Source: an optimization exercise on an open RTL-to-GDS flow (aim: small area). Production flows keep margins and buffers that such runs may drop. RTL that was checked went through simulation tests only; none was proved equivalent to the original. Only the layout flow was run in run 1; the RTL was not checked for function there. Power is estimated from default activity; no workload was simulated.

File: flow/design.v
`timescale 1ns / 1ps
module D_FF(Clk  , reset, D    , Q);
    input D, Clk, reset;
    output reg Q;
    always @(posedge Clk or negedge reset)
        if (~reset)
            begin
                Q <= 1'b0;
            end 
        else
            begin
                Q <= D;
            end
endmodule 
`timescale 1ns / 1ps
module Register16b(Clk  ,     reset,      In,Out);
    input [15:0] In;
    input Clk, reset;
    output [15:0] Out;
    D_FF    DFF [15:0] (Clk  , reset, In    , Out);
endmodule
`timescale 1ns / 1ps
module Decoder_3to8(E     ,X        ,Z);
    input E;
    input [2:0] X;
    output [7:0] Z;
    and A0(Z[0],E,~X[2],~X[1],~X[0]);
    and A1(Z[1],E,~X[2],~X[1], X[0]);
    and A2(Z[2],E,~X[2], X[1],~X[0]);
    and A3(Z[3],E,~X[2], X[1], X[0]);
    and A4(Z[4],E, X[2],~X[1],~X[0]);
    and A5(Z[5],E, X[2],~X[1], X[0]);
    and A6(Z[6],E, X[2], X[1],~X[0]);
    and A7(Z[7],E, X[2], X[1], X[0]);
endmodule
`timescale 1ns / 1ps
module Decoder_4to16(E,X,Z);
    input E;
    input [3:0] X;
    output [15:0] Z;  
    not(X3not,X[3]);
    and(E1,X3not,E);
    and(E2,X[3],E);
    Decoder_3to8        DEC1        (E1     ,X[2:0]        ,Z[7:0]);
    Decoder_3to8        DEC2        (E2      ,X[2:0]        ,Z[15:8]);
endmodule
`timescale 1ns / 1ps
module Mux16bit_2to1(E     ,   S  , X1   , X0   , Z);
    input E, S;
    input [15:0] X1;
    input [15:0] X0;
    output [15:0] Z;
    wire Snot; 
    wire [15:0] A1;
    wire [15:0] A2; 
    not            n1(Snot,S);
    genvar i;
    generate
        for (i = 0; i < 16; i = i + 1) begin : bit_slice
            and a2  (A2[i],E,Snot,X0[i]);
            and a1  (A1[i],E,S,X1[i]);
            or  o1  (Z[i], A1[i], A2[i]);
        end
    endgenerate
endmodule
`timescale 1ns / 1ps
module Mux16bit_8to1(E     ,   S  , X0,X1,X2,X3,X4,X5,X6,X7, Z);
    input E;
    input [2:0] S;
    input [15:0] X0,X1,X2,X3,X4,X5,X6,X7;
    output [15:0] Z;
    wire [15:0] Z0,Z1, Z2, Z3, Z4,Z5;
    Mux16bit_2to1       MUX4        (E     ,   S[0]  , X1   , X0   , Z0); 
    Mux16bit_2to1       MUX3        (E     ,   S[0]  , X3   , X2   , Z1);
    Mux16bit_2to1       MUX2        (E     ,   S[0]  , X5   , X4   , Z2);     
    Mux16bit_2to1       MUX1        (E     ,   S[0]  , X7   , X6   , Z3);
    Mux16bit_2to1       MUX6        (E     ,   S[1]  , Z1   , Z0   , Z4);
    Mux16bit_2to1       MUX5        (E     ,   S[1]  , Z3   , Z2   , Z5);
    Mux16bit_2to1       MUX7        (E     ,   S[2]  , Z5   , Z4   , Z);        
endmodule
`timescale 1ns / 1ps
module Mux16bit_16to1(E,S,X0,X1,X2,X3,X4,X5,X6,X7,X8,X9,X10,X11,X12,X13,X14,X15,Z);
    input E;
    input [3:0] S;
    input [15:0] X0,X1,X2,X3,X4,X5,X6,X7,X8,X9,X10,X11,X12,X13,X14,X15;
    output [15:0] Z;
    wire [15:0] Z1, Z2;
    Mux16bit_8to1       MUX1        (E,S[2:0],X0,X1,X2,X3,X4,X5,X6,X7,Z1);
    Mux16bit_8to1       MUX2        (E,S[2:0],X8,X9,X10,X11,X12,X13,X14,X15,Z2);
    Mux16bit_2to1       MUX3        (E     ,   S[3]  ,  Z2  , Z1   , Z);    
endmodule
`timescale 1ns / 1ps
module Reg_File16b(A,B,C,Aaddr,Baddr,Caddr,Load,Clear,Clk);
    output [15:0] A,B;
    input [15:0] C;
    input [3:0] Aaddr,Baddr,Caddr;
    input Load,Clear,Clk;
    reg  [15:0] valid;
    wire [15:0] we = Load ? (16'h0001 << Caddr) : 16'h0000;
    always @(posedge Clk or negedge Clear)
        if (~Clear) valid <= 16'h0000;
        else        valid <= valid | we;
    wire [15:0] asel = valid & (16'h0001 << Aaddr);
    wire [15:0] bsel = valid & (16'h0001 << Baddr);
    wire [255:0] q;
    genvar i;
    generate
        for (i = 0; i < 16; i = i + 1) begin : r
            wire keep = ~we[i];
            wire [15:0] nd;
            reg  [15:0] d;
            genvar k;
            for (k = 0; k < 16; k = k + 1) begin : b
                Rf_Ao22 m (we[i], C[k], keep, d[k], nd[k]);
            end
            always @(posedge Clk)
                d <= nd;
            assign q[16*i +: 16] = d;
        end
        for (i = 0; i < 16; i = i + 1) begin : rd
            wire [15:0] col;
            genvar k;
            for (k = 0; k < 16; k = k + 1) begin : c
                assign col[k] = q[16*k + i];
            end
            Rf_Read16 ra (.s(asel), .d(col), .y(A[i]));
            Rf_Read16 rb (.s(bsel), .d(col), .y(B[i]));
        end
    endgenerate
endmodule
module Rf_Read16(s, d, y);
    input [15:0] s, d;
    output y;
    wire [5:0] t;
    Rf_Aoi222 g0 (s[0],  d[0],  s[1],  d[1],  s[2],  d[2],  t[0]);
    Rf_Aoi222 g1 (s[3],  d[3],  s[4],  d[4],  s[5],  d[5],  t[1]);
    Rf_Aoi222 g2 (s[6],  d[6],  s[7],  d[7],  s[8],  d[8],  t[2]);
    Rf_Aoi222 g3 (s[9],  d[9],  s[10], d[10], s[11], d[11], t[3]);
    Rf_Aoi222 g4 (s[12], d[12], s[13], d[13], s[14], d[14], t[4]);
    Rf_Nand2  g5 (s[15], d[15], t[5]);
    Rf_Nand6  g6 (t, y);
endmodule
module Rf_Aoi222(a1, a2, b1, b2, c1, c2, y);
    input a1, a2, b1, b2, c1, c2;
    output y;
    assign y = ~((a1 & a2) | (b1 & b2) | (c1 & c2));
endmodule
module Rf_Ao22(a1, a2, b1, b2, y);
    input a1, a2, b1, b2;
    output y;
    assign y = (a1 & a2) | (b1 & b2);
endmodule
module Rf_Nand2(a, b, y);
    input a, b;
    output y;
    assign y = ~(a & b);
endmodule
module Rf_Nand6(t, y);
    input [5:0] t;
    output y;
    assign y = ~(&t);
endmodule
File: flow/flow/run.sh
#!/bin/bash
# The standard layout (the standard.sh, unchanged synthesis), with two
# changes: port buffers use the smallest buffer, and the clock tree uses
# clkbuf_4 in clusters of at most 10 sinks within 40 um, without dummy
# balancing loads. ORFS writes each step's full log under orfs/logs/;
# make's own output goes to standard.log.
set -uo pipefail
bash standard.sh \
  'BUFFER_PORTS_ARGS=-buffer_cell sky130_fd_sc_hd__buf_1' \
  'CTS_ARGS=-sink_clustering_enable -repair_clock_nets -dont_use_dummy_load -buf_list sky130_fd_sc_hd__clkbuf_4 -sink_clustering_size 10 -sink_clustering_max_diameter 40' \
  finish > standard.log 2>&1
File: flow/standard.sh
#!/bin/bash
# synth_recipe.tcl (not shown) runs the flow's synth.tcl, then flattens the netlist and writes it again
# the make line also repeats each setting of config.mk as NAME=value (left out here)
make -C /OpenROAD-flow-scripts/flow DESIGN_CONFIG=/design/flow/config.mk WORK_HOME=/design/flow/orfs CLKGATE_MAP_FILE= SYNTH_SCRIPT=/design/flow/synth_recipe.tcl "${@:-finish}"
File: flow/config.mk
export PLATFORM = sky130hd
export DESIGN_NAME = Reg_File16b
export DESIGN_NICKNAME = Reg_File16b
export VERILOG_FILES = /design/flow/design.v
export SDC_FILE = /design/flow/constraint.sdc
export NUM_CORES = 4
export LEC_CHECK = 0
export CAP_MARGIN = 20
export CORE_MARGIN = 2
export CORE_UTILIZATION = 40
export SLEW_MARGIN = 20
export SYNTH_HIERARCHICAL = 1
File: flow/constraint.sdc
create_clock -name core_clock -period 5.0 [get_ports {Clk}]
set_input_delay 1.0000 -clock core_clock [delete_from_list [all_inputs] [get_ports {Clk}]]
set_output_delay 1.0000 -clock core_clock [all_outputs]
set_load 0.01 [all_outputs]
==> key figures, run 1 <==
Status
  • Status: finished clean

Timing
  • Least-Margin Pin Slew: 1.28 ns
  • Setup tns final: 0 ns
  • Max Clock Freq: 0.238 GHz
  • Endpoints failing hold: 0
  • Clock skew after layout: 0 ns
  • RSZ-0062 raised after global routing: false
  • Max_slew headroom: 0.145
  • Final worst-path cycle share: 0.840
  • Final setup violating endpoints: 0
  • Crit path time final: 4.20 ns
  • Count of pins over their slew limit: 0

Worst setup path
  • R2r setup slk: 4.26 ns
  • RR Startpoint: valid[2]
  • Reg2Reg Depth: 1
  • Crit end category: primary output
  • R2R Path End: valid[2]
  • Crit-path max FO: 16
  • Crit path required time: 4.00 ns
  • CP arrival: 3.20 ns
  • Worst setup SP type: input pin
  • Setup CP Type: in -> out

Clock tree
  • Htree depth: 2
  • # clock sinks: 272
  • Clock transition at the registers of the reported paths: 0.09 ns
  • Longest Clk Path Bufs: 3
  • Post-CTS setup buffers: 0
  • Cts hold-fix bufs: 0
  • Post-cts sizing count: 0
  • Clk Latency, worst-skew pair: 0.63 ns
  • CTS tree: yes
  • CTS Buf Count: 39
  • Root Buffer: clkbuf_4

Floorplan
  • Initial cell density of the core: 0.409
  • IO Pins: 63
  • Site Rows: 59
  • Die Width: 168 um
  • Core ar.: 0.0261 mm2
  • Chip height: 168 um
  • Die Area: 0.0281 mm2

Synthesis
  • Share of the yosys chip area belonging to registers: 0.516
  • Post-Syn Area: 0.0107 mm2
  • Cell taking the most area after synthesis: dfxtp_1
  • Synth unique cells: 24
  • Synthesis warning total: 7
  • Synthesized flop and latch total: 272
  • Mapped Nets: 939
  • Mapped Cells: 908
  • Area contributors post-synth: dfxtp_1 48%, a22o_1 21%, a222oi_1 15%
  • Synth top area share: 0.479
  • Syn Area/Cell: 11.8 um2

Drt
  • WL per Instance: 32.0 um
  • Wirelength, routed: 43400 um
  • DR pass1 iterations: 22
  • Iteration-0 DRC Markers: 2034
  • Antenna Nets Post-Route: 0
  • DRC viols: 0
  • Drt via density: 7.59
  • Vias: 10300

Finish
  • Synth-to-Final Area Change: 9.95%
  • Final Cell Area: 0.0118 mm2
  • Final net count: 1051
  • Fraction of layout instances using a drive strength above 1: 0.0678
  • Most frequent cells in the layout: 256 x a22o_1, 256 x dfxtp_1, 160 x a222oi_1

Global route
  • GRT Util Overall: 0.298
  • Initial antenna violation count: 2
  • Largest net degree at the start of global routing: 18
  • Overflow after GRT: 0
  • Vias in the first global route: 9617
  • First-pass GRT wire length: 63300 um

Placement
  • Port bufs: 62
  • Routability congestion estimate: 0.868
  • Post-Place Cell Area: 0.0115 mm2
  • Hpwl dp: 26600 um

Power
  • Static leakage: 4.66 nW
  • IR drop worst, VDD: 0.199 mV
  • PwrDens: 424 mW/mm2

Job
  • Max capacitance violation total: 0

Hold path
  • Hold Path Class: in -> async
==> synth_stat cells, drive strengths merged <==
library cell / instances
nand3: 39
a31o: 5
and3b: 4
nor2: 13
o21bai: 3
nor4b: 1
a22o: 256
and2: 4
a21o: 8
nand3b: 4
dfxtp: 256
nor3: 6
nor2b: 10
and3: 32
nand2b: 3
a222oi: 160
dfrtp: 16
and4: 34
nand2: 44
buf: 10
==> state kept, by name, indices dropped and copies added, names as in the netlist <==
name	cells
r.d	256
valid	16
==> worst max path at each step <==
stage	start	cells past startpoint	endpoint
4_1_cts	Aaddr[3]	7	A[14]
6_report	Aaddr[3]	7	A[13]
3_3_place_gp	Aaddr[3]	7	A[13]
3_5_place_dp	Aaddr[3]	7	A[14]
2_1_floorplan	Aaddr[2]	4	A[0]
5_1_grt	Aaddr[3]	7	A[4]
==> critical path, stage by stage <==
cell      delay [ns]
buf_1           0.27
nor2b_1         0.28
and3_1          0.85
a222oi_1        0.19
and4_1          0.31
nand3_1         0.10
buf_1           0.19
==> area by class of cell <==
type                       count  area [um2]
tap                          335         419
multi-input combinational    626        5150
sequential                   272        5530
timing repair buffer          81         375
clock buffer                  39         293
antenna                        1        2.50
fill                        2486       14400
==> per-module statistics from Yosys (local to each module, per instance), a selection <==
module | cells | flip-flops and latches
Rf_Nand2 | 1 | 0
Rf_Ao22 | 1 | 0
Rf_Nand6 | 2 | 0
Rf_Aoi222 | 1 | 0
Reg_File16b | 396 | 272
==> layer usage <==
metal / GRT usage / up-vias / part of all wire
li1: - / 4308 / -
met1: 0.414 / 5012 / 0.41
met2: 0.440 / 831 / 0.43
met3: 0.0681 / 127 / 0.12
met4: 0.135 / 2 / 0.041
met5: 0 / - / 0.00030
==> per-stage QoR <==
stage	power [mW]	util	hold WS, ns	instances	worst slack [ns]
finish	4.98	0.450	0.443	1354	0.802
global route	5.18	0.450	0.491	1354	0.771
CTS	4.95	0.450	0.463	1353	0.926
detailed placement	3.89	0.439	0.450	1314	0.926
global placement	3.86	0.439	0.449	1314	0.945
floorplan	3.51	-	0.433	908	1.16
==> cells by family after synthesis <==
group,after synthesis,share of synthesized area
buffers and inverters,10,0.00748
flip-flops,272,0.516
AND/OR/NAND/NOR,194,0.105
AO/OA/AOI/OAI,432,0.371
==> report_power, final <==
part / total, mW / internal (mW) / switching, mW
registers: 3.05 / 2.64 / 0.413
logic: 0.834 / 0.428 / 0.405
clock network: 1.10 / 0.359 / 0.737
==> run 2, diff against run 1 <==
--- a/flow/design.v
+++ b/flow/design.v
@@ -106,7 +106,7 @@
     genvar i;
     generate
         for (i = 0; i < 16; i = i + 1) begin : r
-            wire keep = ~we[i];
+            wire keep = ~we[i] & valid[i];
             wire [15:0] nd;
             reg  [15:0] d;
             genvar k;
==> flow/flow/run.sh (replaced) <==
#!/bin/bash
# The standard layout (the standard.sh, unchanged synthesis), with two
# changes: port buffers use the smallest buffer, and the clock tree uses
# clkbuf_4 in clusters of at most 10 sinks within 50 um, without dummy
# balancing loads. ORFS writes each step's full log under orfs/logs/;
# make's own output goes to standard.log.
set -uo pipefail
bash standard.sh \
  'BUFFER_PORTS_ARGS=-buffer_cell sky130_fd_sc_hd__buf_1' \
  'CTS_ARGS=-sink_clustering_enable -repair_clock_nets -dont_use_dummy_load -buf_list sky130_fd_sc_hd__clkbuf_4 -sink_clustering_size 10 -sink_clustering_max_diameter 50' \
  finish > standard.log 2>&1
--- a/flow/config.mk
+++ b/flow/config.mk
@@ -5,8 +5,8 @@
 export SDC_FILE = /design/flow/constraint.sdc
 export NUM_CORES = 4
 export LEC_CHECK = 0
-export CAP_MARGIN = 20
+export CAP_MARGIN = 0
 export CORE_MARGIN = 2
 export CORE_UTILIZATION = 40
-export SLEW_MARGIN = 20
+export SLEW_MARGIN = 0
 export SYNTH_HIERARCHICAL = 1
==> key figures, run 2 <==
Finish
  • Most frequent cells in the layout: 256 x a22o_1, 256 x dfxtp_1, 160 x a222oi_1
  • Largest Register: r.d
  • Synth-to-Final Area Change: 9.30%
  • Final Cell Area: 0.0117 mm2
  • Regs by FF count: r.d x256, valid x16
  • Fraction of layout instances using a drive strength above 1: 0.0595
  • Max reg flops: 256
  • Final net count: 1041

Floorplan
  • Core ar.: 0.0262 mm2
  • Die Area: 0.0281 mm2
  • Chip height: 168 um
  • Die Width: 168 um
  • Site Rows: 59
  • Initial cell density of the core: 0.409
  • IO Pins: 63

Timing
  • Final setup violating endpoints: 0
  • Setup tns final: 0 ns
  • RSZ-0062 raised after global routing: false
  • Count of pins over their slew limit: 0
  • Least-Margin Pin Slew: 1.32 ns
  • Clock skew after layout: 0.0877 ns
  • Max_slew headroom: 0.114
  • Crit path time final: 4.09 ns
  • Endpoints failing hold: 0
  • Max Clock Freq: 0.245 GHz
  • Final worst-path cycle share: 0.818

Clock tree
  • # clock sinks: 272
  • Clock transition at the registers of the reported paths: 0.10 ns
  • Htree depth: 2
  • Post-CTS setup buffers: 0
  • Longest Clk Path Bufs: 3
  • Clk Latency, worst-skew pair: 0.68 ns
  • Root Buffer: clkbuf_4
  • CTS tree: yes
  • Cts hold-fix bufs: 0
  • CTS Buf Count: 36
  • Post-cts sizing count: 0

Synthesis
  • Synthesis warning total: 7
  • Area contributors post-synth: dfxtp_1 48%, a22o_1 21%, a222oi_1 15%
  • Mapped Nets: 937
  • Synth top cells by count: 256 x a22o_1, 256 x dfxtp_1, 160 x a222oi_1
  • Share of the yosys chip area belonging to registers: 0.516
  • Ys flop type: dfxtp_1
  • Number of flops mapped to enable cells by yosys: 0
  • Synth top area share: 0.478
  • Synthesized flop and latch total: 272
  • Synth unique cells: 33
  • Mapped Cells: 906
  • Cell taking the most area after synthesis: dfxtp_1
  • Post-Syn Area: 0.0107 mm2
  • Syn Area/Cell: 11.8 um2
  • Synth async-reset ratio: 0.0588

Global route
  • Initial antenna violation count: 1
  • First-pass GRT wire length: 57700 um
  • Vias in the first global route: 9198
  • Overflow after GRT: 0
  • Largest net degree at the start of global routing: 17
  • GRT Util Overall: 0.259

Hold path
  • Hold Path Class: in -> async

Power
  • PwrDens: 356 mW/mm2
  • Static leakage: 4.21 nW
  • IR drop worst, VDD: 0.120 mV

Placement
  • Port bufs: 62
  • Post-Place Cell Area: 0.0114 mm2
  • Hpwl dp: 25400 um
  • Routability congestion estimate: 0.885

Job
  • Max capacitance violation total: 0

Drt
  • Iteration-0 DRC Markers: 2298
  • Antenna Nets Post-Route: 0
  • Wirelength, routed: 37800 um
  • Drt via density: 7.43
  • DRC viols: 0
  • WL per Instance: 28.1 um
  • Vias: 9997
  • DR pass1 iterations: 11

Status
  • Status: finished clean

Worst setup path
  • Worst setup SP type: input pin
  • Crit end category: primary output
  • Crit-path max FO: 16
  • Setup CP Type: in -> out
  • CP arrival: 3.09 ns
  • Crit path required time: 4.00 ns
## run 2: cell count changes after synthesis, sizes merged, moves of 3 or more
cell,delta
nand2,-10
and3,-5
o31a,+3
a31o,-4
nand3,-6
a21o,-7
o21bai,+9
buf,-3
nor2,+4
o21a,+12
## run 2: power breakdown
part           internal [mW]  leakage (nW)  switching, mW
Clock                  0.333         0.166          0.712
Sequential              2.37          2.25          0.185
Combinational          0.208          1.79          0.356
## run 2: stage by stage
stage / power, mW / hold slack (ns) / instances / setup WS, ns / utilization
after floorplan: 2.89 / 0.448 / 906 / 1.32 / -
after global placement: 3.14 / 0.474 / 1307 / 1.03 / 0.436
after detailed placement: 3.14 / 0.477 / 1307 / 1.03 / 0.436
after CTS: 4.17 / 0.493 / 1343 / 1.03 / 0.447
after global routing: 4.35 / 0.516 / 1345 / 0.812 / 0.447
final: 4.17 / 0.500 / 1345 / 0.911 / 0.447
## run 2: cell families (layout without fill, tap and decap cells)
family / after synthesis / in the layout / synth area share
AO/OA/AOI/OAI: 448 / 448 / 0.382
buffers and inverters: 10 / 112 / 0.00560
flip-flops: 272 / 272 / 0.516
other: 0 / 2 / 0
AND/OR/NAND/NOR: 176 / 176 / 0.0970
## run 2: final timing paths
path,from,endpoint,slack [ns],depth (start not counted)
setup / recovery,Aaddr[3],A[10],0.91,7
hold / removal,Clear,valid[3],0.50,1
setup reg to reg,valid[2],r[2].d[6],3.44,2
hold reg to reg,r[1].d[12],r[1].d[12],0.50,1
max in group asynchronous,Clear,valid[4],3.84,1
min in group core_clock,r[1].d[12],r[1].d[12],0.50,1
## run 2: per-layer routing
layer / global-route usage / wire [um] / vias up
met5: 0 / 0 / -
met1: 0.373 / 16700 / 4886
met3: 0.0572 / 4180 / 79
li1: - / - / 4291
met2: 0.390 / 16200 / 741
met4: 0.0764 / 748 / 0
## run 2: Yosys stat by module (local to each module, per instance), a selection
| module | times used | cell area (um2) | cells | flip-flops and latches |
|---|---|---|---|---|
| Reg_File16b | 1 | 6310 | 394 | 272 |
| Rf_Nand6 | 32 | 13.8 | 2 | 0 |
| Rf_Aoi222 | 160 | 10.0 | 1 | 0 |
| Rf_Ao22 | 256 | 8.76 | 1 | 0 |
| Rf_Nand2 | 32 | 3.75 | 1 | 0 |
## run 2: area by class of cell
| type | instances | area (um2) |
|---|---|---|
| Multi-Input combinational cell | 624 | 5160 |
| Tap cell | 335 | 419 |
| Clock buffer | 36 | 270 |
| Sequential cell | 272 | 5530 |
| Inverter | 2 | 7.51 |
| Antenna cell | 2 | 5.00 |
| Timing Repair Buffer | 74 | 323 |
| Fill cell | 2410 | 14500 |
## run 2: worst max-delay path: stages
cell and delay [ns]:
buf_1 0.30, nor2b_1 0.29, and3_1 0.66, a222oi_1 0.28
and4_1 0.26, nand3_1 0.13, buf_1 0.17
==> run 3, diff against run 2 <==
--- a/flow/config.mk
+++ b/flow/config.mk
@@ -5,8 +5,9 @@
 export SDC_FILE = /design/flow/constraint.sdc
 export NUM_CORES = 4
 export LEC_CHECK = 0
-export CAP_MARGIN = 0
+export CAP_MARGIN = 20
 export CORE_MARGIN = 2
 export CORE_UTILIZATION = 40
-export SLEW_MARGIN = 0
+export PLACE_DENSITY = 0.85
+export SLEW_MARGIN = 20
 export SYNTH_HIERARCHICAL = 1
==> key figures, run 3 <==
Status
  • Status: finished clean

Clock tree
  • Post-CTS setup buffers: 0
  • CTS Buf Count: 31
  • Htree depth: 1
  • Longest Clk Path Bufs: 3
  • CTS tree: yes
  • Clock transition at the registers of the reported paths: 0.12 ns
  • Post-cts sizing count: 0
  • Root Buffer: clkbuf_4
  • Clk Latency, worst-skew pair: 0.71 ns
  • Cts hold-fix bufs: 0
  • # clock sinks: 272

Timing
  • Count of pins over their slew limit: 0
  • Setup tns final: 0 ns
  • Max_slew headroom: 0.246
  • Final setup violating endpoints: 0
  • Least-Margin Pin Slew: 1.13 ns
  • Endpoints failing hold: 0
  • Clock skew after layout: 0.0615 ns
  • Crit path time final: 4.13 ns
  • RSZ-0062 raised after global routing: false
  • Final worst-path cycle share: 0.826
  • Max Clock Freq: 0.242 GHz
  • Hold slack: 0.386 ns

Global route
  • Initial antenna violation count: 4
  • Vias in the first global route: 9822
  • First-pass GRT wire length: 57600 um
  • Largest net degree at the start of global routing: 17
  • GRT Util Overall: 0.257
  • Overflow after GRT: 0

Synthesis
  • Share of the yosys chip area belonging to registers: 0.516
  • Syn Area/Cell: 11.8 um2
  • Area contributors post-synth: dfxtp_1 48%, a22o_1 21%, a222oi_1 15%
  • Ys flop type: dfxtp_1
  • Synth unique cells: 33
  • Synth top area share: 0.478
  • Synth top cells by count: 256 x a22o_1, 256 x dfxtp_1, 160 x a222oi_1
  • Mapped Nets: 937
  • Number of flops mapped to enable cells by yosys: 0
  • Post-Syn Area: 0.0107 mm2
  • Mapped Cells: 906
  • Synthesis warning total: 7
  • Synth async-reset ratio: 0.0588
  • Cell taking the most area after synthesis: dfxtp_1
  • Synthesized flop and latch total: 272

Worst setup path
  • Crit end category: primary output
  • R2r setup slk: 3.40 ns
  • Crit path required time: 4.00 ns
  • Worst setup SP type: input pin
  • Crit-path max FO: 16
  • Setup CP Type: in -> out
  • CP arrival: 3.13 ns

Finish
  • Most frequent cells in the layout: 256 x a22o_1, 256 x dfxtp_1, 160 x a222oi_1
  • Regs by FF count: r.d x256, valid x16
  • Fraction of layout instances using a drive strength above 1: 0.0587
  • Final net count: 1038
  • Final Cell Area: 0.0117 mm2
  • Synth-to-Final Area Change: 9.17%
  • Max reg flops: 256
  • Largest Register: r.d
  • Final cell count without fillers: 1341

Placement
  • Post-Place Cell Area: 0.0115 mm2
  • Port bufs: 62
  • Hpwl dp: 24100 um
  • Post-Place Cells: 1309
  • Routability congestion estimate: 0.996

Job
  • Max capacitance violation total: 0

Drt
  • Drt via density: 7.78
  • Iteration-0 DRC Markers: 2214
  • DRC viols: 0
  • Antenna Nets Post-Route: 0
  • Vias: 10400
  • Wirelength, routed: 38000 um
  • WL per Instance: 28.4 um
  • DR pass1 iterations: 11

Power
  • IR drop worst, VDD: 0.113 mV
  • PwrDens: 351 mW/mm2
  • Total Power: 4.11 mW
  • Static leakage: 4.20 nW

Floorplan
  • Initial cell density of the core: 0.409
  • Die Area: 0.0281 mm2
  • Site Rows: 59
  • Core ar.: 0.0262 mm2
  • Die Width: 168 um
  • IO Pins: 63
  • Chip height: 168 um

Hold path
  • Hold Path Class: in -> async
## run 3: cell types whose count changed in the layout (fill, tap and decap cells not counted), sizes merged
| cell | previous run | this run |
|---|---|---|
| diode | 2 | 1 |
| clkbuf | 36 | 31 |
| buf | 74 | 76 |
## run 3: path summary, 6_finish.rpt
check | endpoint | start | cells after the start
hold reg to reg | r[10].d[1] | r[10].d[1] | 1
max in group asynchronous | valid[14] | Clear | 1
setup / recovery | A[9] | Aaddr[2] | 7
hold / removal | valid[2] | Clear | 1
min in group core_clock | r[10].d[1] | r[10].d[1] | 1
setup reg to reg | r[3].d[2] | valid[3] | 2
## run 3: area by class of cell
cell class	count	area [um2]
fill	2396	14500
timing repair buffer	76	338
tap	335	419
clock buffer	31	233
antenna	1	2.50
multi-input combinational	624	5170
sequential	272	5530
inverter	2	7.51
## run 3: power by group
part / switching, mW / internal [mW]
clock: 0.685 / 0.283
sequential: 0.173 / 2.37
combinational: 0.384 / 0.209
## run 3: logic make-up (layout without fill, tap and decap cells)
logic type / after synthesis / count (layout) / synth area share
compound gates: 448 / 448 / 0.382
buf+inv: 10 / 109 / 0.00560
flops: 272 / 272 / 0.516
other cells: 0 / 1 / 0
simple gates: 176 / 176 / 0.0970
## run 3: stage by stage
step,utilization,worst slack [ns]
detailed placement,0.437,0.996
finish,0.446,0.872
global placement,0.437,1.03
global route,0.446,0.803
CTS,0.446,0.977
floorplan,-,1.32
## run 3: per-module statistics from Yosys, one instance, submodules excluded, excerpt
module / cells / cell area (um2) / flops+latches
Rf_Nand2: 1 / 3.75 / 0
Reg_File16b: 394 / 6310 / 272
Rf_Ao22: 1 / 8.76 / 0
Rf_Aoi222: 1 / 10.0 / 0
Rf_Nand6: 2 / 13.8 / 0
## run 3: layer usage
layer	global-route usage	part of all wire
met5	0	0.00053
met4	0.130	0.048
met3	0.0797	0.15
met2	0.393	0.43
met1	0.328	0.37
## run 3: critical path: stages
cell and delay [ns]:
buf_1 0.21, and3b_1 0.22, and3b_1 0.39, a222oi_1 0.70
and4_1 0.32, nand3_1 0.12, buf_1 0.16
==> run 4, diff against run 3 <==
--- a/flow/config.mk
+++ b/flow/config.mk
@@ -8,6 +8,6 @@
 export CAP_MARGIN = 20
 export CORE_MARGIN = 2
 export CORE_UTILIZATION = 40
-export PLACE_DENSITY = 0.85
+export PLACE_DENSITY = 0.75
 export SLEW_MARGIN = 20
 export SYNTH_HIERARCHICAL = 1
==> key figures, run 4 <==
Status
  • Status: finished clean

Global route
  • Initial antenna violation count: 1
  • Overflow after GRT: 0
  • First-pass GRT wire length: 56700 um
  • Largest net degree at the start of global routing: 17
  • GRT Util Overall: 0.252
  • Vias in the first global route: 9533

Timing
  • Endpoints failing hold: 0
  • RSZ-0062 raised after global routing: false
  • Hold slack: 0.390 ns
  • Setup tns final: 0 ns
  • Crit path time final: 4.16 ns
  • Final setup violating endpoints: 0
  • Max Clock Freq: 0.240 GHz
  • Max_slew headroom: 0.307
  • Count of pins over their slew limit: 0
  • Clock skew after layout: 0.0334 ns
  • Final worst-path cycle share: 0.833
  • Least-Margin Pin Slew: 1.04 ns
  • PnR worst setup slack: 0.836 ns

Power
  • PwrDens: 351 mW/mm2
  • Static leakage: 4.21 nW
  • IR drop worst, VDD: 0.127 mV

Synthesis
  • Ys flop type: dfxtp_1
  • Synthesized flop and latch total: 272
  • Synth top cells by count: 256 x a22o_1, 256 x dfxtp_1, 160 x a222oi_1
  • Number of flops mapped to enable cells by yosys: 0
  • Share of the yosys chip area belonging to registers: 0.516
  • Mapped Nets: 937
  • Synth unique cells: 33
  • Area contributors post-synth: dfxtp_1 48%, a22o_1 21%, a222oi_1 15%
  • Synthesis warning total: 7
  • Synth async-reset ratio: 0.0588
  • Mapped Cells: 906
  • Cell taking the most area after synthesis: dfxtp_1
  • Synth top area share: 0.478
  • Post-Syn Area: 0.0107 mm2
  • Syn Area/Cell: 11.8 um2

Floorplan
  • Die Area: 0.0281 mm2
  • Die Width: 168 um
  • Chip height: 168 um
  • Site Rows: 59
  • Initial cell density of the core: 0.409
  • Core ar.: 0.0262 mm2
  • IO Pins: 63

Worst setup path
  • Worst setup SP type: input pin
  • Setup CP Type: in -> out
  • CP arrival: 3.16 ns
  • Crit path required time: 4.00 ns
  • Crit end category: primary output
  • Crit path from: Baddr[0]
  • Crit-path max FO: 16
  • RR Startpoint: valid[3]

Finish
  • Fraction of layout instances using a drive strength above 1: 0.0595
  • Regs by FF count: r.d x256, valid x16
  • Max reg flops: 256
  • Synth-to-Final Area Change: 9.27%
  • Final net count: 1041
  • Final cell count without fillers: 1344
  • Most frequent cells in the layout: 256 x a22o_1, 256 x dfxtp_1, 160 x a222oi_1
  • Largest Register: r.d

Drt
  • DRC viols: 0
  • Drt via density: 7.57
  • WL per Instance: 27.7 um
  • Antenna Nets Post-Route: 0
  • Iteration-0 DRC Markers: 2141
  • Vias: 10200
  • Wirelength, routed: 37300 um
  • DR pass1 iterations: 8

Placement
  • Routability congestion estimate: 0.949
  • Port bufs: 62
  • Hpwl dp: 24600 um
  • Post-Place Cells: 1312
  • Setup WS pre-CTS: 0.941 ns

Clock tree
  • Longest Clk Path Bufs: 3
  • Clock transition at the registers of the reported paths: 0.12 ns
  • # clock sinks: 272
  • Cts hold-fix bufs: 0
  • CTS Buf Count: 31
  • Clk Latency, worst-skew pair: 0.71 ns
  • Htree depth: 1
  • CTS tree: yes
  • Post-cts sizing count: 0
  • Root Buffer: clkbuf_4
  • Post-CTS setup buffers: 0

Job
  • Max capacitance violation total: 0

Hold path
  • Hold Path Class: in -> async
==> run 4: modules after synthesis (local to each module, per instance), excerpt <==
module	copies in the design	flip-flops and latches
Rf_Ao22	256	0
Rf_Aoi222	160	0
Reg_File16b	1	272
Rf_Nand2	32	0
Rf_Nand6	32	0
==> run 4: final timing paths <==
check	end	slack, ns	cells after the start
min reg2reg	r[6].d[11]	0.51	1
min	valid[12]	0.39	1
max reg2reg	r[3].d[1]	3.44	2
max in group asynchronous	valid[2]	4.03	1
min in group core_clock	r[6].d[11]	0.51	1
max	B[5]	0.84	7
==> run 4: per-stage QoR <==
stage                     area, um2  utilization  total power [mW]
final                         11700        0.447              4.10
after global routing          11700        0.447              4.24
after CTS                     11700        0.446              4.08
after detailed placement      11500        0.438              3.14
after global placement        11500        0.438              3.12
after floorplan               10700            -              2.89
==> run 4: layout make-up <==
class / count / area (um2)
diodes: 1 / 2.50
clock buffers: 31 / 233
fillers: 2408 / 14500
inverters: 2 / 7.51
multi-input cells: 624 / 5160
flip-flops and latches: 272 / 5530
well taps: 335 / 419
repair buffers: 79 / 360
==> run 4: logic make-up (layout without fill, tap and decap cells) <==
family | Yosys count | in the layout | share of synthesized area
buffers and inverters | 10 | 112 | 0.00560
and+or+nand+nor | 176 | 176 | 0.0970
AOI/OAI and AO/OA | 448 | 448 | 0.382
other | 0 | 1 | 0
DFF | 272 | 272 | 0.516
==> run 4: per-layer routing <==
layer / global-route usage / vias to the layer above / routed length (um)
met5: 0 / - / 0
met4: 0.105 / 0 / 1150
met3: 0.0629 / 116 / 4760
met2: 0.384 / 804 / 16100
met1: 0.342 / 4964 / 15200
li1: - / 4291 / -
==> run 4: power breakdown <==
part	internal [mW]	leakage, nW	switching (mW)
Combinational	0.209	1.82	0.362
Sequential	2.37	2.25	0.184
Clock	0.283	0.143	0.693
==> run 4: critical path: stages <==
cell      delay (ns)
buf_1           0.16
nor2b_1         0.33
and3_1          0.80
a222oi_1        0.29
and4_1          0.31
nand3_1         0.11
buf_1           0.16
==> run 5, diff against run 4 <==
--- a/flow/config.mk
+++ b/flow/config.mk
@@ -8,6 +8,5 @@
 export CAP_MARGIN = 20
 export CORE_MARGIN = 2
 export CORE_UTILIZATION = 40
-export PLACE_DENSITY = 0.75
 export SLEW_MARGIN = 20
 export SYNTH_HIERARCHICAL = 1
==> key figures, run 5 <==
Timing
  • Max_slew headroom: 0.317
  • Clock skew after layout: 0.0467 ns
  • RSZ-0062 raised after global routing: false
  • Hold slack: 0.495 ns
  • Max Clock Freq: 0.246 GHz
  • PnR worst setup slack: 0.940 ns
  • Final worst-path cycle share: 0.812
  • Setup tns final: 0 ns
  • Final setup violating endpoints: 0
  • Least-Margin Pin Slew: 1.02 ns
  • Crit path time final: 4.06 ns
  • Count of pins over their slew limit: 0
  • Endpoints failing hold: 0

Worst setup path
  • Crit end category: primary output
  • Crit path from: Aaddr[3]
  • Most common cell on crit path: buf_1
  • Highest cell delay on the worst timing path: 0.65 ns
  • Slowest-stage cell, CP: and3_1
  • Crit path required time: 4.00 ns
  • Worst-path cell chain: buf_1, nor2b_1, and3_1, a222oi_1, and4_1, nand3_1, buf_1
  • CP arrival: 3.06 ns
  • RR Startpoint: valid[2]
  • Worst setup SP type: input pin
  • Setup CP Type: in -> out
  • Crit-path max FO: 16

Synthesis
  • Mapped Nets: 937
  • Synth async-reset ratio: 0.0588
  • Syn Area/Cell: 11.8 um2
  • Mapped Cells: 906
  • Synth top area share: 0.478
  • Post-Syn Area: 0.0107 mm2
  • Synthesis warning total: 7
  • Synth unique cells: 33
  • Cell taking the most area after synthesis: dfxtp_1
  • Area contributors post-synth: dfxtp_1 48%, a22o_1 21%, a222oi_1 15%
  • Synth top cells by count: 256 x a22o_1, 256 x dfxtp_1, 160 x a222oi_1
  • Synthesized flop and latch total: 272
  • Share of the yosys chip area belonging to registers: 0.516
  • Ys flop type: dfxtp_1
  • Number of flops mapped to enable cells by yosys: 0

Floorplan
  • Chip height: 168 um
  • Core ar.: 0.0262 mm2
  • Die Width: 168 um
  • Die Area: 0.0281 mm2
  • IO Pins: 63
  • Site Rows: 59
  • Initial cell density of the core: 0.409

Clock tree
  • Clk Latency, worst-skew pair: 0.65 ns
  • Post-cts sizing count: 0
  • Htree depth: 2
  • # clock sinks: 272
  • Cts hold-fix bufs: 0
  • Longest Clk Path Bufs: 3
  • Post-CTS setup buffers: 0
  • Root Buffer: clkbuf_4
  • CTS Buf Count: 35
  • Clock transition at the registers of the reported paths: 0.11 ns
  • CTS tree: yes

Job
  • Max capacitance violation total: 0

Placement
  • Port bufs: 62
  • Routability congestion estimate: 0.885
  • Setup WS pre-CTS: 1.01 ns
  • Hpwl dp: 25700 um

Hold path
  • Hold Path Class: in -> async

Global route
  • First-pass GRT wire length: 57500 um
  • Largest net degree at the start of global routing: 17
  • GRT Util Overall: 0.261
  • Vias in the first global route: 8966
  • Overflow after GRT: 0
  • Initial antenna violation count: 1

Drt
  • WL per Instance: 28.4 um
  • Wirelength, routed: 38100 um
  • Drt via density: 7.39
  • DR pass1 iterations: 12
  • Vias: 9927
  • Iteration-0 DRC Markers: 2235
  • DRC viols: 0
  • Antenna Nets Post-Route: 0

Power
  • IR drop worst, VDD: 0.114 mV
  • Internal: 2.91 mW
  • Clk network pwr share: 0.250
  • Logic pwr share: 0.135
  • Sequential power share: 0.615
  • Static leakage: 4.20 nW
  • PwrDens: 356 mW/mm2
  • Total Power: 4.17 mW
  • Net Switching: 1.26 mW
  • Switching Share: 0.302

Finish
  • Synth-to-Final Area Change: 9.32%
  • Regs by FF count: r.d x256, valid x16
  • Max reg flops: 256
  • Most frequent cells in the layout: 256 x a22o_1, 256 x dfxtp_1, 160 x a222oi_1
  • Filler Cell Count: 2423
  • Final net count: 1040
  • Fraction of layout instances using a drive strength above 1: 0.0636
  • Largest Register: r.d
  • Final core utilization: 0.447

Status
  • Status: finished clean
[run 5: modules after synthesis, one instance, submodules excluded, excerpt]
module / copies in the design / flip-flops and latches
Reg_File16b: 1 / 272
Rf_Nand6: 32 / 0
Rf_Aoi222: 160 / 0
Rf_Ao22: 256 / 0
Rf_Nand2: 32 / 0
[run 5: layout make-up]
type                       instances  area, um2  area share
sequential                       272       5530       0.472
multi-input combinational        624       5170       0.442
timing repair buffer              74        323      0.0276
clock buffer                      35        263      0.0224
tap                              335        419      0.0358
antenna                            1       2.50    0.000214
inverter                           2       7.51    0.000641
[run 5: path summary, 6_finish.rpt]
kind                              endpoint  slack [ns]  cells past startpoint
worst max-delay path                 A[10]        0.94                      7
worst min-delay path              valid[0]        0.50                      1
worst max register to register   r[2].d[0]        3.44                      2
worst min register to register  r[14].d[9]        0.51                      1
max in group asynchronous         valid[4]        3.85                      1
min in group core_clock         r[14].d[9]        0.51                      1
[run 5: worst max-delay path: cells and delay by family]
kind | cells | cell delay [ns]
AO/OA/AOI/OAI | 1 | 0.26
AND/OR/NAND/NOR | 4 | 1.32
buffers and inverters | 2 | 0.47
[run 5: metrics by stage]
| step | area, um2 | cells |
|---|---|---|
| after global routing | 11700 | 1343 |
| after CTS | 11700 | 1342 |
| after floorplan | 10700 | 906 |
| after global placement | 11400 | 1307 |
| final | 11700 | 1343 |
| after detailed placement | 11400 | 1307 |
[run 5: kinds of logic after synthesis]
family,count (synthesis),share of synthesized area
compound gates,448,0.382
simple gates,176,0.0970
buf+inv,10,0.00560
flops,272,0.516
[run 5: layer usage]
| layer | vias up | global-route usage | routed length, um |
|---|---|---|---|
| met5 | - | 0 | 0 |
| met4 | 0 | 0.0836 | 886 |
| met3 | 78 | 0.0525 | 4250 |
| met2 | 692 | 0.389 | 16200 |
| met1 | 4865 | 0.379 | 16700 |
| li1 | 4292 | - | - |
[run 5: power groups by stage]
stage          Clock [mW]  Sequential (mW)  Combinational, mW
2_1_floorplan           0             2.53              0.354
3_3_place_gp            0             2.59              0.544
3_5_place_dp            0             2.59              0.555
4_1_cts              1.06             2.55              0.554
5_1_grt              1.16             2.58              0.603
6_report             1.04             2.56              0.564
==> run 6, diff against run 5 <==
--- a/flow/design.v
+++ b/flow/design.v
@@ -95,18 +95,18 @@
     input [15:0] C;
     input [3:0] Aaddr,Baddr,Caddr;
     input Load,Clear,Clk;
-    reg  [15:0] valid;
+    reg ready;
+    always @(posedge Clk or negedge Clear)
+        if (~Clear) ready <= 1'b0;
+        else        ready <= 1'b1;
     wire [15:0] we = Load ? (16'h0001 << Caddr) : 16'h0000;
-    always @(posedge Clk or negedge Clear)
-        if (~Clear) valid <= 16'h0000;
-        else        valid <= valid | we;
-    wire [15:0] asel = valid & (16'h0001 << Aaddr);
-    wire [15:0] bsel = valid & (16'h0001 << Baddr);
+    wire [15:0] asel = ready ? (16'h0001 << Aaddr) : 16'h0000;
+    wire [15:0] bsel = ready ? (16'h0001 << Baddr) : 16'h0000;
     wire [255:0] q;
     genvar i;
     generate
         for (i = 0; i < 16; i = i + 1) begin : r
-            wire keep = ~we[i] & valid[i];
+            wire keep = ~we[i] & ready;
             wire [15:0] nd;
             reg  [15:0] d;
             genvar k;
==> key figures, run 6 <==
Worst setup path
  • Reg2Reg Depth: 2
  • Crit path from: ready
  • Buf/Inv on CP: 2
  • R2r setup slk: 2.77 ns
  • Worst setup SP type: flip-flop
  • Crit-path leading delay family: simple AND/OR/NAND/NOR gates
  • Worst path depth: 7
  • Setup CP Type: reg -> out
  • Crit end category: primary output
  • Setup crit end: A[14]
  • Highest cell delay on the worst timing path: 0.94 ns
  • Worst-path cell chain: nand2_1, nor3_2, buf_4, a222oi_1, and4_1, nand3_1, buf_1
  • RR Startpoint: ready
  • CP arrival: 3.70 ns
  • R2R Path End: r[5].d[11]
  • Slowest-stage cell, CP: dfrtp_1
  • Crit path required time: 4.00 ns
  • Crit-path max FO: 23

Finish
  • Synth-to-Final Area Change: 12.9%
  • Final core utilization: 0.457
  • Fraction of layout instances using a drive strength above 1: 0.102
  • Reg area: 0.00515 mm2
  • Most frequent cells in the layout: 256 x a22o_1, 256 x dfxtp_1, 160 x a222oi_1
  • Final net count: 1031
  • Filler Cell Count: 2375
  • Largest Register: r.d
  • Regs by FF count: r.d x256, ready x1
  • Max reg flops: 256
  • Multi-input gate area: 0.00502 mm2

Power
  • Logic pwr share: 0.078
  • Sequential power share: 0.638
  • Static leakage: 3.92 nW
  • Net Switching: 907 uW
  • PwrDens: 293 mW/mm2
  • Internal: 2.44 mW
  • IR drop worst, VDD: 0.184 mV
  • Switching Share: 0.271
  • Clk network pwr share: 0.284

Placement
  • Port bufs: 62
  • Routability congestion estimate: 0.901
  • Setup WS pre-CTS: 0.794 ns
  • Hpwl dp: 26000 um

Synthesis
  • Synth unique cells: 27
  • Post-Syn Area: 0.0101 mm2
  • Number of flops mapped to enable cells by yosys: 0
  • Synthesis warning total: 7
  • Synth top cells by count: 256 x a22o_1, 256 x dfxtp_1, 160 x a222oi_1
  • Area contributors post-synth: dfxtp_1 51%, a22o_1 22%, a222oi_1 16%
  • Synth top area share: 0.507
  • Syn Area/Cell: 11.7 um2
  • Mapped Cells: 866
  • Synthesized flop and latch total: 257
  • Share of the yosys chip area belonging to registers: 0.510
  • Ys flop type: dfxtp_1
  • Mapped Nets: 897
  • Cell taking the most area after synthesis: dfxtp_1
  • Synth async-reset ratio: 0.00389

Timing
  • Endpoints failing hold: 0
  • Max Clock Freq: 0.213 GHz
  • Least-Margin Pin Slew: 1.13 ns
  • Count of pins over their slew limit: 0
  • Final worst-path cycle share: 0.941
  • Max_slew headroom: 0.246
  • PnR worst setup slack: 0.297 ns
  • Crit path time final: 4.70 ns
  • Setup tns final: 0 ns
  • RSZ-0062 raised after global routing: false
  • Hold slack: 0.504 ns
  • Final setup violating endpoints: 0
  • Clock skew after layout: 0.0689 ns

Clock tree
  • Clock transition at the registers of the reported paths: 0.12 ns
  • Post-cts sizing count: 0
  • CTS Buf Count: 30
  • # clock sinks: 257
  • CTS tree: yes
  • Root Buffer: clkbuf_4
  • Post-CTS setup buffers: 0
  • Longest Clk Path Bufs: 3
  • Clk Latency, worst-skew pair: 0.73 ns
  • Htree depth: 1
  • Cts hold-fix bufs: 1

Floorplan
  • Site Rows: 58
  • Die Width: 163 um
  • Chip height: 163 um
  • Die Area: 0.0266 mm2
  • Initial cell density of the core: 0.405
  • IO Pins: 63
  • Core ar.: 0.0250 mm2

Hold path
  • Hold Path Class: reg -> reg

Global route
  • GRT Util Overall: 0.293
  • Largest net degree at the start of global routing: 24
  • Initial antenna violation count: 3
  • Vias in the first global route: 8726
  • Overflow after GRT: 0
  • First-pass GRT wire length: 58700 um

Drt
  • Drt via density: 7.51
  • Wirelength, routed: 40900 um
  • Antenna Nets Post-Route: 0
  • DR pass1 iterations: 11
  • DRC viols: 0
  • WL per Instance: 30.7 um
  • Iteration-0 DRC Markers: 2653
  • Vias: 9990

Job
  • Max capacitance violation total: 0

Status
  • Status: finished clean
run 6: Yosys stat by module (local to each module, per instance), a selection:
| module | cells | flops+latches | area (um2) |
|---|---|---|---|
| Reg_File16b | 354 | 257 | 5700 |
| Rf_Ao22 | 1 | 0 | 8.76 |
| Rf_Aoi222 | 1 | 0 | 10.0 |
| Rf_Nand2 | 1 | 0 | 3.75 |
| Rf_Nand6 | 2 | 0 | 13.8 |
run 6: cell families (layout without fill, tap and decap cells):
kind of cell,after synthesis,after routing,synth area share
compound gates,432,432,0.392
flops,257,257,0.510
simple gates,167,167,0.0942
buf+inv,9,141,0.00384
other cells,1,4,0.000371
run 6: how the worst min path moves through the flow:
stage,startpoint,endpoint,slack (ns),cells after the start
after floorplan,r[0].d[0],r[0].d[0],0.46,1
after global placement,r[12].d[4],r[12].d[4],0.47,1
after detailed placement,r[1].d[12],r[1].d[12],0.48,1
after CTS,r[2].d[11],r[2].d[11],0.50,1
after global routing,r[1].d[11],r[1].d[11],0.51,1
final,r[1].d[11],r[1].d[11],0.50,1
run 6: metal layers:
metal	GRT usage	wire (um)	vias up	share of wire
met2	0.435	17500	793	0.43
li1	-	-	4195	-
met1	0.426	17300	4917	0.42
met3	0.0517	5140	85	0.13
met5	0	0	-	0
met4	0.103	997	0	0.024
run 6: area by class of cell:
cell class / instances / area share
multi-input combinational: 600 / 0.440
tap: 330 / 0.0362
clock buffer: 30 / 0.0197
inverter: 3 / 0.000987
antenna: 3 / 0.000658
sequential: 257 / 0.451
timing repair buffer: 108 / 0.0509
run 6: power by group through the flow:
stage          logic [mW]  registers (mW)  clock network [mW]
6_report            0.260            2.13               0.950
3_5_place_dp        0.251            2.18                   0
5_1_grt             0.270            2.14                1.03
2_1_floorplan       0.120            2.16                   0
3_3_place_gp        0.250            2.18                   0
4_1_cts             0.252            2.13               0.961
run 6: through the flow:
step                area, um2  power, mW  cells
floorplan               10100       2.28    866
global placement        11200       2.43   1297
detailed placement      11200       2.43   1297
CTS                     11400       3.34   1328
global route            11400       3.43   1331
finish                  11400       3.34   1331
==> run 7, diff against run 6 <==
--- a/flow/config.mk
+++ b/flow/config.mk
@@ -5,8 +5,8 @@
 export SDC_FILE = /design/flow/constraint.sdc
 export NUM_CORES = 4
 export LEC_CHECK = 0
-export CAP_MARGIN = 20
+export CAP_MARGIN = 0
 export CORE_MARGIN = 2
 export CORE_UTILIZATION = 40
-export SLEW_MARGIN = 20
+export SLEW_MARGIN = 0
 export SYNTH_HIERARCHICAL = 1
==> key figures, run 7 <==
Status
  • Status: finished clean

Floorplan
  • Chip height: 163 um
  • Die Area: 0.0266 mm2
  • IO Pins: 63
  • Site Rows: 58
  • Initial cell density of the core: 0.405
  • Core ar.: 0.0250 mm2
  • Die Width: 163 um

Worst setup path
  • R2r setup slk: 2.77 ns
  • Crit end category: primary output
  • CP arrival: 3.70 ns
  • Highest cell delay on the worst timing path: 0.94 ns
  • Worst setup SP type: flip-flop
  • Crit-path max FO: 23
  • Slowest-stage cell, CP: dfrtp_1
  • Worst-path cell chain: nand2_1, nor3_2, buf_4, a222oi_1, and4_1, nand3_1, buf_1
  • Setup CP Type: reg -> out
  • Crit path required time: 4.00 ns

Synthesis
  • Synth unique cells: 27
  • Synth top area share: 0.507
  • Cell taking the most area after synthesis: dfxtp_1
  • Number of flops mapped to enable cells by yosys: 0
  • Share of the yosys chip area belonging to registers: 0.510
  • Synth async-reset ratio: 0.00389
  • Post-Syn Area: 0.0101 mm2
  • Ys flop type: dfxtp_1
  • Synthesis warning total: 7
  • Synthesized flop and latch total: 257
  • Mapped Nets: 897
  • Mapped Cells: 866
  • Synth top cells by count: 256 x a22o_1, 256 x dfxtp_1, 160 x a222oi_1
  • Area contributors post-synth: dfxtp_1 51%, a22o_1 22%, a222oi_1 16%
  • Syn Area/Cell: 11.7 um2

Finish
  • Fraction of layout instances using a drive strength above 1: 0.102
  • Largest Register: r.d
  • Final core utilization: 0.457
  • Most frequent cells in the layout: 256 x a22o_1, 256 x dfxtp_1, 160 x a222oi_1
  • Synth-to-Final Area Change: 12.9%
  • Regs by FF count: r.d x256, ready x1
  • Filler Cell Count: 2375
  • Max reg flops: 256
  • Final net count: 1031

Clock tree
  • Htree depth: 1
  • Clk Latency, worst-skew pair: 0.73 ns
  • Clock transition at the registers of the reported paths: 0.12 ns
  • CTS tree: yes
  • Cts hold-fix bufs: 1
  • CTS Buf Count: 30
  • Post-cts sizing count: 0
  • Post-CTS setup buffers: 0
  • Longest Clk Path Bufs: 3
  • # clock sinks: 257
  • Root Buffer: clkbuf_4

Power
  • Internal: 2.44 mW
  • Sequential power share: 0.638
  • PwrDens: 293 mW/mm2
  • IR drop worst, VDD: 0.184 mV
  • Net Switching: 907 uW
  • Switching Share: 0.271
  • Logic pwr share: 0.078
  • Clk network pwr share: 0.284
  • Static leakage: 3.92 nW

Global route
  • GRT Util Overall: 0.293
  • Initial antenna violation count: 3
  • Largest net degree at the start of global routing: 24
  • First-pass GRT wire length: 58700 um
  • Overflow after GRT: 0
  • Vias in the first global route: 8726

Timing
  • Count of pins over their slew limit: 0
  • Least-Margin Pin Slew: 1.13 ns
  • Crit path time final: 4.70 ns
  • Final worst-path cycle share: 0.941
  • RSZ-0062 raised after global routing: false
  • Max_slew headroom: 0.246
  • Clock skew after layout: 0.0689 ns
  • Setup tns final: 0 ns
  • Max Clock Freq: 0.213 GHz
  • Final setup violating endpoints: 0
  • Endpoints failing hold: 0

Job
  • Max capacitance violation total: 0

Drt
  • DR pass1 iterations: 11
  • Vias: 9990
  • WL per Instance: 30.7 um
  • Iteration-0 DRC Markers: 2653
  • Wirelength, routed: 40900 um
  • DRC viols: 0
  • Drt via density: 7.51
  • Antenna Nets Post-Route: 0

Placement
  • Port bufs: 62
  • Routability congestion estimate: 0.901
  • Hpwl dp: 26000 um

Hold path
  • Hold Path Class: reg -> reg
-- run 7: metal layers --
layer  GRT usage  wire, um
met2       0.435     17500
met4       0.103       997
met5           0         0
met1       0.426     17300
met3      0.0517      5140
-- run 7: cells by family (layout without fill, tap and decap cells) --
kind of cell,count (synthesis),count (layout),synth area share
AOI/OAI and AO/OA,432,432,0.392
DFF,257,257,0.510
and+or+nand+nor,167,167,0.0942
buffers and inverters,9,141,0.00384
other,1,4,0.000371
-- run 7: worst max-delay path: cells and delay by family, from the launching register on --
kind	cells	cell delay, ns
AO/OA/AOI/OAI	1	0.10
flip-flops	1	0.94
buffers and inverters	2	0.50
AND/OR/NAND/NOR	4	1.41
-- run 7: Yosys stat by module, one instance, submodules excluded, excerpt --
module	copies in the design	flops+latches	cells inside
Reg_File16b	1	257	354
Rf_Ao22	256	0	1
Rf_Aoi222	160	0	1
Rf_Nand2	32	0	1
Rf_Nand6	32	0	2
-- run 7: final cells by class --
class / instances / area (um2) / area share
Sequential cell: 257 / 5150 / 0.451
Multi-Input combinational cell: 600 / 5020 / 0.440
Timing Repair Buffer: 108 / 581 / 0.0509
Tap cell: 330 / 413 / 0.0362
Clock buffer: 30 / 225 / 0.0197
Inverter: 3 / 11.3 / 0.000987
Antenna cell: 3 / 7.51 / 0.000658
-- run 7: path summary, 6_finish.rpt --
path,start,endpoint,cells after the start
min,r[1].d[11],r[1].d[11],1
max,ready,A[14],7
max in group asynchronous,Clear,ready,2
min in group asynchronous,Clear,ready,2
max reg2reg,ready,r[5].d[11],2
min reg2reg,r[1].d[11],r[1].d[11],1
-- run 7: through the flow --
stage                     setup WS, ns  std cells  hold WS, ns  instance area [um2]  total power [mW]
after global routing             0.158       1331        0.512                11400              3.43
after detailed placement         0.794       1297        0.479                11200              2.43
after floorplan                  0.991        866        0.460                10100              2.28
after CTS                        0.358       1328        0.502                11400              3.34
final                            0.297       1331        0.504                11400              3.34
after global placement           0.889       1297        0.473                11200              2.43
-- run 7: power by group through the flow --
stage               registers [mW]  logic, mW  clock network (mW)
detailed placement            2.18      0.251                   0
global placement              2.18      0.250                   0
CTS                           2.13      0.252               0.961
finish                        2.13      0.260               0.950
floorplan                     2.16      0.120                   0
global route                  2.14      0.270                1.03
==> run 8, diff against run 7 <==
==> flow/flow/run.sh (replaced) <==
#!/bin/bash
# The standard layout (the standard.sh, unchanged synthesis), with two
# changes: port buffers use the smallest buffer, and the clock tree uses
# clkbuf_4 in clusters of at most 9 sinks within 50 um, without dummy
# balancing loads. ORFS writes each step's full log under orfs/logs/;
# make's own output goes to standard.log.
set -uo pipefail
bash standard.sh \
  'BUFFER_PORTS_ARGS=-buffer_cell sky130_fd_sc_hd__buf_1' \
  'CTS_ARGS=-sink_clustering_enable -repair_clock_nets -dont_use_dummy_load -buf_list sky130_fd_sc_hd__clkbuf_4 -sink_clustering_size 9 -sink_clustering_max_diameter 50' \
  finish > standard.log 2>&1
==> key figures, run 8 <==
Finish
  • Fraction of layout instances using a drive strength above 1: 0.107
  • Max reg flops: 256
  • Filler Cell Count: 2373
  • Most frequent cells in the layout: 256 x a22o_1, 256 x dfxtp_1, 160 x a222oi_1
  • Final core utilization: 0.458
  • Largest Register: r.d
  • Regs by FF count: r.d x256, ready x1
  • Final cell count without fillers: 1333
  • Final net count: 1035
  • Synth-to-Final Area Change: 13.1%

Synthesis
  • Synth unique cells: 27
  • Post-Syn Area: 0.0101 mm2
  • Mapped Cells: 866
  • Ys flop type: dfxtp_1
  • Synth top area share: 0.507
  • Number of flops mapped to enable cells by yosys: 0
  • Synth async-reset ratio: 0.00389
  • Share of the yosys chip area belonging to registers: 0.510
  • Syn Area/Cell: 11.7 um2
  • Cell taking the most area after synthesis: dfxtp_1
  • Area contributors post-synth: dfxtp_1 51%, a22o_1 22%, a222oi_1 16%
  • Synth top cells by count: 256 x a22o_1, 256 x dfxtp_1, 160 x a222oi_1
  • Mapped Nets: 897
  • Synthesis warning total: 7
  • Synthesized flop and latch total: 257

Timing
  • Max_slew headroom: 0.235
  • Final setup violating endpoints: 0
  • RSZ-0062 raised after global routing: false
  • PnR worst setup slack: 0.330 ns
  • Clock skew after layout: 0.0466 ns
  • Crit path time final: 4.67 ns
  • Setup tns final: 0 ns
  • Least-Margin Pin Slew: 1.15 ns
  • Count of pins over their slew limit: 0
  • Max Clock Freq: 0.214 GHz
  • Endpoints failing hold: 0
  • Final worst-path cycle share: 0.934

Worst setup path
  • Slowest-stage cell, CP: dfrtp_1
  • Worst-path cell chain: nand2_1, nor3_2, buf_4, a222oi_1, and4_1, nand3_1, buf_1
  • Crit path required time: 4.00 ns
  • RR Startpoint: ready
  • R2r setup slk: 2.80 ns
  • CP arrival: 3.67 ns
  • Crit-path max FO: 23
  • Crit-path leading delay family: simple AND/OR/NAND/NOR gates
  • Buf/Inv on CP: 2
  • Setup CP Type: reg -> out
  • Worst setup SP type: flip-flop
  • Highest cell delay on the worst timing path: 0.94 ns
  • Reg2Reg Depth: 2
  • R2R Path End: r[9].d[11]
  • Crit end category: primary output

Placement
  • Setup WS pre-CTS: 0.794 ns
  • Routability congestion estimate: 0.901
  • Port bufs: 62
  • Hpwl dp: 26000 um
  • Post-Place Cells: 1297

Clock tree
  • Clk Latency, worst-skew pair: 0.66 ns
  • Htree depth: 2
  • Clock transition at the registers of the reported paths: 0.11 ns
  • Root Buffer: clkbuf_4
  • CTS Buf Count: 35
  • Post-cts sizing count: 0
  • # clock sinks: 257
  • Post-CTS setup buffers: 0
  • CTS tree: yes
  • Cts hold-fix bufs: 0
  • Longest Clk Path Bufs: 3

Floorplan
  • Chip height: 163 um
  • Core ar.: 0.0250 mm2
  • Die Area: 0.0266 mm2
  • Die Width: 163 um
  • IO Pins: 63
  • Site Rows: 58
  • Initial cell density of the core: 0.405

Drt
  • Wirelength, routed: 41200 um
  • DR pass1 iterations: 13
  • Iteration-0 DRC Markers: 2648
  • Vias: 10100
  • DRC viols: 0
  • Drt via density: 7.56
  • WL per Instance: 30.9 um
  • Antenna Nets Post-Route: 0

Status
  • Status: finished clean

Global route
  • First-pass GRT wire length: 59100 um
  • Vias in the first global route: 8806
  • Largest net degree at the start of global routing: 24
  • Overflow after GRT: 0
  • Initial antenna violation count: 2
  • GRT Util Overall: 0.296

Power
  • Static leakage: 3.94 nW
  • IR drop worst, VDD: 0.144 mV
  • PwrDens: 299 mW/mm2
  • Total Power: 3.42 mW

Hold path
  • Hold Path Class: in -> async

Job
  • Max capacitance violation total: 0
run 8: per-layer routing:
metal / global-route usage / up-vias / wire length [um]
li1: - / 4212 / -
met1: 0.428 / 4922 / 16900
met2: 0.443 / 837 / 17600
met3: 0.0601 / 100 / 5550
met4: 0.0905 / 0 / 1160
met5: 0 / - / 0
run 8: cell type report:
class                           instances  area (um2)  share of cell area
Timing Repair Buffer                  107         571              0.0499
Multi-Input combinational cell        600        5020               0.439
Inverter                                3        11.3            0.000985
Antenna cell                            1        2.50            0.000219
Sequential cell                       257        5150               0.450
Tap cell                              330         413              0.0361
Clock buffer                           35         263              0.0230
run 8: modules after synthesis (local to each module, per instance), excerpt:
module | copies in the design | cell area (um2) | cells
Rf_Nand2 | 32 | 3.75 | 1
Rf_Ao22 | 256 | 8.76 | 1
Rf_Aoi222 | 160 | 10.0 | 1
Rf_Nand6 | 32 | 13.8 | 2
Reg_File16b | 1 | 5700 | 354
run 8: report_power, final:
group          internal, mW  switching (mW)  total, mW
registers              2.09          0.0410       2.13
logic                0.0693           0.191      0.260
clock network         0.324           0.698       1.02
run 8: kinds of logic after synthesis:
| group | Yosys count | synth area share |
|---|---|---|
| and+or+nand+nor | 167 | 0.0942 |
| other | 1 | 0.000371 |
| buffers and inverters | 9 | 0.00384 |
| DFF | 257 | 0.510 |
| AOI/OAI and AO/OA | 432 | 0.392 |
run 8: worst max-delay path by stage:
stage | start | endpoint | cells after the start
2_1_floorplan | Aaddr[2] | A[0] | 5
3_3_place_gp | Aaddr[2] | A[5] | 8
3_5_place_dp | Aaddr[1] | A[0] | 8
4_1_cts | ready | A[5] | 7
5_1_grt | ready | A[5] | 7
6_report | ready | A[5] | 7
run 8: worst reg2reg max path, delay by kind of cell, from the launching register on:
| kind | cells | cell delay, ns |
|---|---|---|
| AO/OA/AOI/OAI | 2 | 1.17 |
| flip-flops | 1 | 0.94 |
run 8: metrics by stage:
step	area [um2]	hold slack [ns]
floorplan	10100	0.460
global placement	11200	0.473
detailed placement	11200	0.479
CTS	11400	0.0541
global route	11400	0.0502
finish	11400	0.0768
==> run 9, diff against run 8 <==
--- a/flow/config.mk
+++ b/flow/config.mk
@@ -5,8 +5,8 @@
 export SDC_FILE = /design/flow/constraint.sdc
 export NUM_CORES = 4
 export LEC_CHECK = 0
-export CAP_MARGIN = 0
+export CAP_MARGIN = 20
 export CORE_MARGIN = 2
 export CORE_UTILIZATION = 40
-export SLEW_MARGIN = 0
+export SLEW_MARGIN = 20
 export SYNTH_HIERARCHICAL = 1
==> key figures, run 9 <==
Synthesis
  • Mapped Nets: 897
  • Number of flops mapped to enable cells by yosys: 0
  • Mapped Cells: 866
  • Synthesis warning total: 7
  • Syn Area/Cell: 11.7 um2
  • Cell taking the most area after synthesis: dfxtp_1
  • Synth unique cells: 27
  • Post-Syn Area: 0.0101 mm2
  • Synth top area share: 0.507
  • Synth async-reset ratio: 0.00389
  • Area contributors post-synth: dfxtp_1 51%, a22o_1 22%, a222oi_1 16%
  • Share of the yosys chip area belonging to registers: 0.510
  • Synthesized flop and latch total: 257
  • Ys flop type: dfxtp_1
  • Synth top cells by count: 256 x a22o_1, 256 x dfxtp_1, 160 x a222oi_1

Clock tree
  • CTS Buf Count: 35
  • Clock transition at the registers of the reported paths: 0.11 ns
  • # clock sinks: 257
  • CTS tree: yes
  • Post-CTS setup buffers: 0
  • Clk Latency, worst-skew pair: 0.66 ns
  • Post-cts sizing count: 0
  • Htree depth: 2
  • Cts hold-fix bufs: 0
  • Root Buffer: clkbuf_4
  • Longest Clk Path Bufs: 3

Worst setup path
  • Highest cell delay on the worst timing path: 0.94 ns
  • Crit path required time: 4.00 ns
  • CP arrival: 3.67 ns
  • Worst setup SP type: flip-flop
  • Crit-path max FO: 23
  • Setup CP Type: reg -> out
  • Slowest-stage cell, CP: dfrtp_1
  • Worst-path cell chain: nand2_1, nor3_2, buf_4, a222oi_1, and4_1, nand3_1, buf_1
  • Crit end category: primary output

Global route
  • First-pass GRT wire length: 59100 um
  • Met3 Use GR: 0.0601
  • Busiest grt layer: met2
  • Met1 track demand over resource: 0.428
  • Vias in the first global route: 8806
  • Largest net degree at the start of global routing: 24
  • Met2 usage: 0.443
  • Initial antenna violation count: 2
  • GRT Util Overall: 0.296
  • Overflow after GRT: 0

Drt
  • Iteration-0 DRC Markers: 2648
  • WL per Instance: 30.9 um
  • DR pass1 iterations: 13
  • DRC viols: 0
  • Vias: 10100
  • Wirelength, routed: 41200 um
  • Antenna Nets Post-Route: 0
  • Drt via density: 7.56

Status
  • Status: finished clean

Timing
  • Count of pins over their slew limit: 0
  • Final setup violating endpoints: 0
  • Least-Margin Pin Slew: 1.15 ns
  • Crit path time final: 4.67 ns
  • Max_slew headroom: 0.235
  • Final worst-path cycle share: 0.934
  • Setup tns final: 0 ns
  • Max Clock Freq: 0.214 GHz
  • Clock skew after layout: 0.0466 ns
  • RSZ-0062 raised after global routing: false
  • Endpoints failing hold: 0

Power
  • IR drop worst, VDD: 0.144 mV
  • PwrDens: 299 mW/mm2
  • Static leakage: 3.94 nW

Finish
  • Final core utilization: 0.458
  • Max reg flops: 256
  • Synth-to-Final Area Change: 13.1%
  • Most frequent cells in the layout: 256 x a22o_1, 256 x dfxtp_1, 160 x a222oi_1
  • Regs by FF count: r.d x256, ready x1
  • Final net count: 1035
  • Largest Register: r.d
  • Fraction of layout instances using a drive strength above 1: 0.107
  • Filler Cell Count: 2373

Job
  • Max capacitance violation total: 0

Placement
  • Hpwl dp: 26000 um
  • Port bufs: 62
  • Routability congestion estimate: 0.901

Floorplan
  • Die Area: 0.0266 mm2
  • Core ar.: 0.0250 mm2
  • Initial cell density of the core: 0.405
  • Site Rows: 58
  • Die Width: 163 um
  • Chip height: 163 um
  • IO Pins: 63

Hold path
  • Hold Path Class: in -> async
[run 9: worst paths after layout]
kind | depth (start not counted) | slack [ns] | end | start
max | 7 | 0.33 | A[5] | ready
max in group asynchronous | 1 | 4.83 | ready | Clear
max reg2reg | 2 | 2.80 | r[9].d[11] | ready
min reg2reg | 1 | 0.51 | r[1].d[7] | r[1].d[7]
min in group core_clock | 1 | 0.51 | r[1].d[7] | r[1].d[7]
min | 1 | 0.08 | ready | Clear
[run 9: Yosys stat by module, one instance, submodules excluded, a selection]
| module | times used | flops+latches | cells inside | area, um2 |
|---|---|---|---|---|
| Reg_File16b | 1 | 257 | 354 | 5700 |
| Rf_Nand6 | 32 | 0 | 2 | 13.8 |
| Rf_Aoi222 | 160 | 0 | 1 | 10.0 |
| Rf_Ao22 | 256 | 0 | 1 | 8.76 |
| Rf_Nand2 | 32 | 0 | 1 | 3.75 |
[run 9: cell type report]
class / instances / area, um2 / share of cell area
inverters: 3 / 11.3 / 0.000985
well taps: 330 / 413 / 0.0361
flip-flops and latches: 257 / 5150 / 0.450
repair buffers: 107 / 571 / 0.0499
multi-input cells: 600 / 5020 / 0.439
clock buffers: 35 / 263 / 0.0230
diodes: 1 / 2.50 / 0.000219
[run 9: critical path, delay by kind of cell, from the launching register on]
family	cells	cell delay, ns
compound gates	1	0.13
buf+inv	2	0.49
flops	1	0.94
simple gates	4	1.44
[run 9: per-layer routing]
layer  wire, um  up-vias
li1           -     4212
met1      16900     4922
met2      17600      837
met3       5550      100
met4       1160        0
met5          0        -
[run 9: logic make-up after synthesis]
| kind of cell | after synthesis | synth area share |
|---|---|---|
| simple gates | 167 | 0.0942 |
| buf+inv | 9 | 0.00384 |
| other cells | 1 | 0.000371 |
| compound gates | 432 | 0.392 |
| flops | 257 | 0.510 |
[run 9: where the power goes]
group	switching, mW	leakage, nW	total, mW	internal [mW]
Combinational	0.191	1.69	0.260	0.0693
Clock	0.698	0.161	1.02	0.324
Sequential	0.0410	2.08	2.13	2.09
Total	0.930	3.94	3.42	2.49
[run 9: stage by stage]
stage | hold WS, ns | setup WS (ns) | power [mW] | cells | area, um2
2_1_floorplan | 0.460 | 0.991 | 2.28 | 866 | 10100
3_3_place_gp | 0.473 | 0.889 | 2.43 | 1297 | 11200
3_5_place_dp | 0.479 | 0.794 | 2.43 | 1297 | 11200
4_1_cts | 0.0541 | 0.435 | 3.41 | 1332 | 11400
5_1_grt | 0.0502 | 0.223 | 3.53 | 1333 | 11400
6_report | 0.0768 | 0.330 | 3.42 | 1333 | 11400

Re-timed with assumed drivers on the ports (clkbuf_16 on the clock, buf_2 on other inputs), run 9 has 0.286 ns of setup slack against 0.330 ns with ideal ports, and 0.620 ns once port delays also move by the mid clock arrival of 0.680 ns.
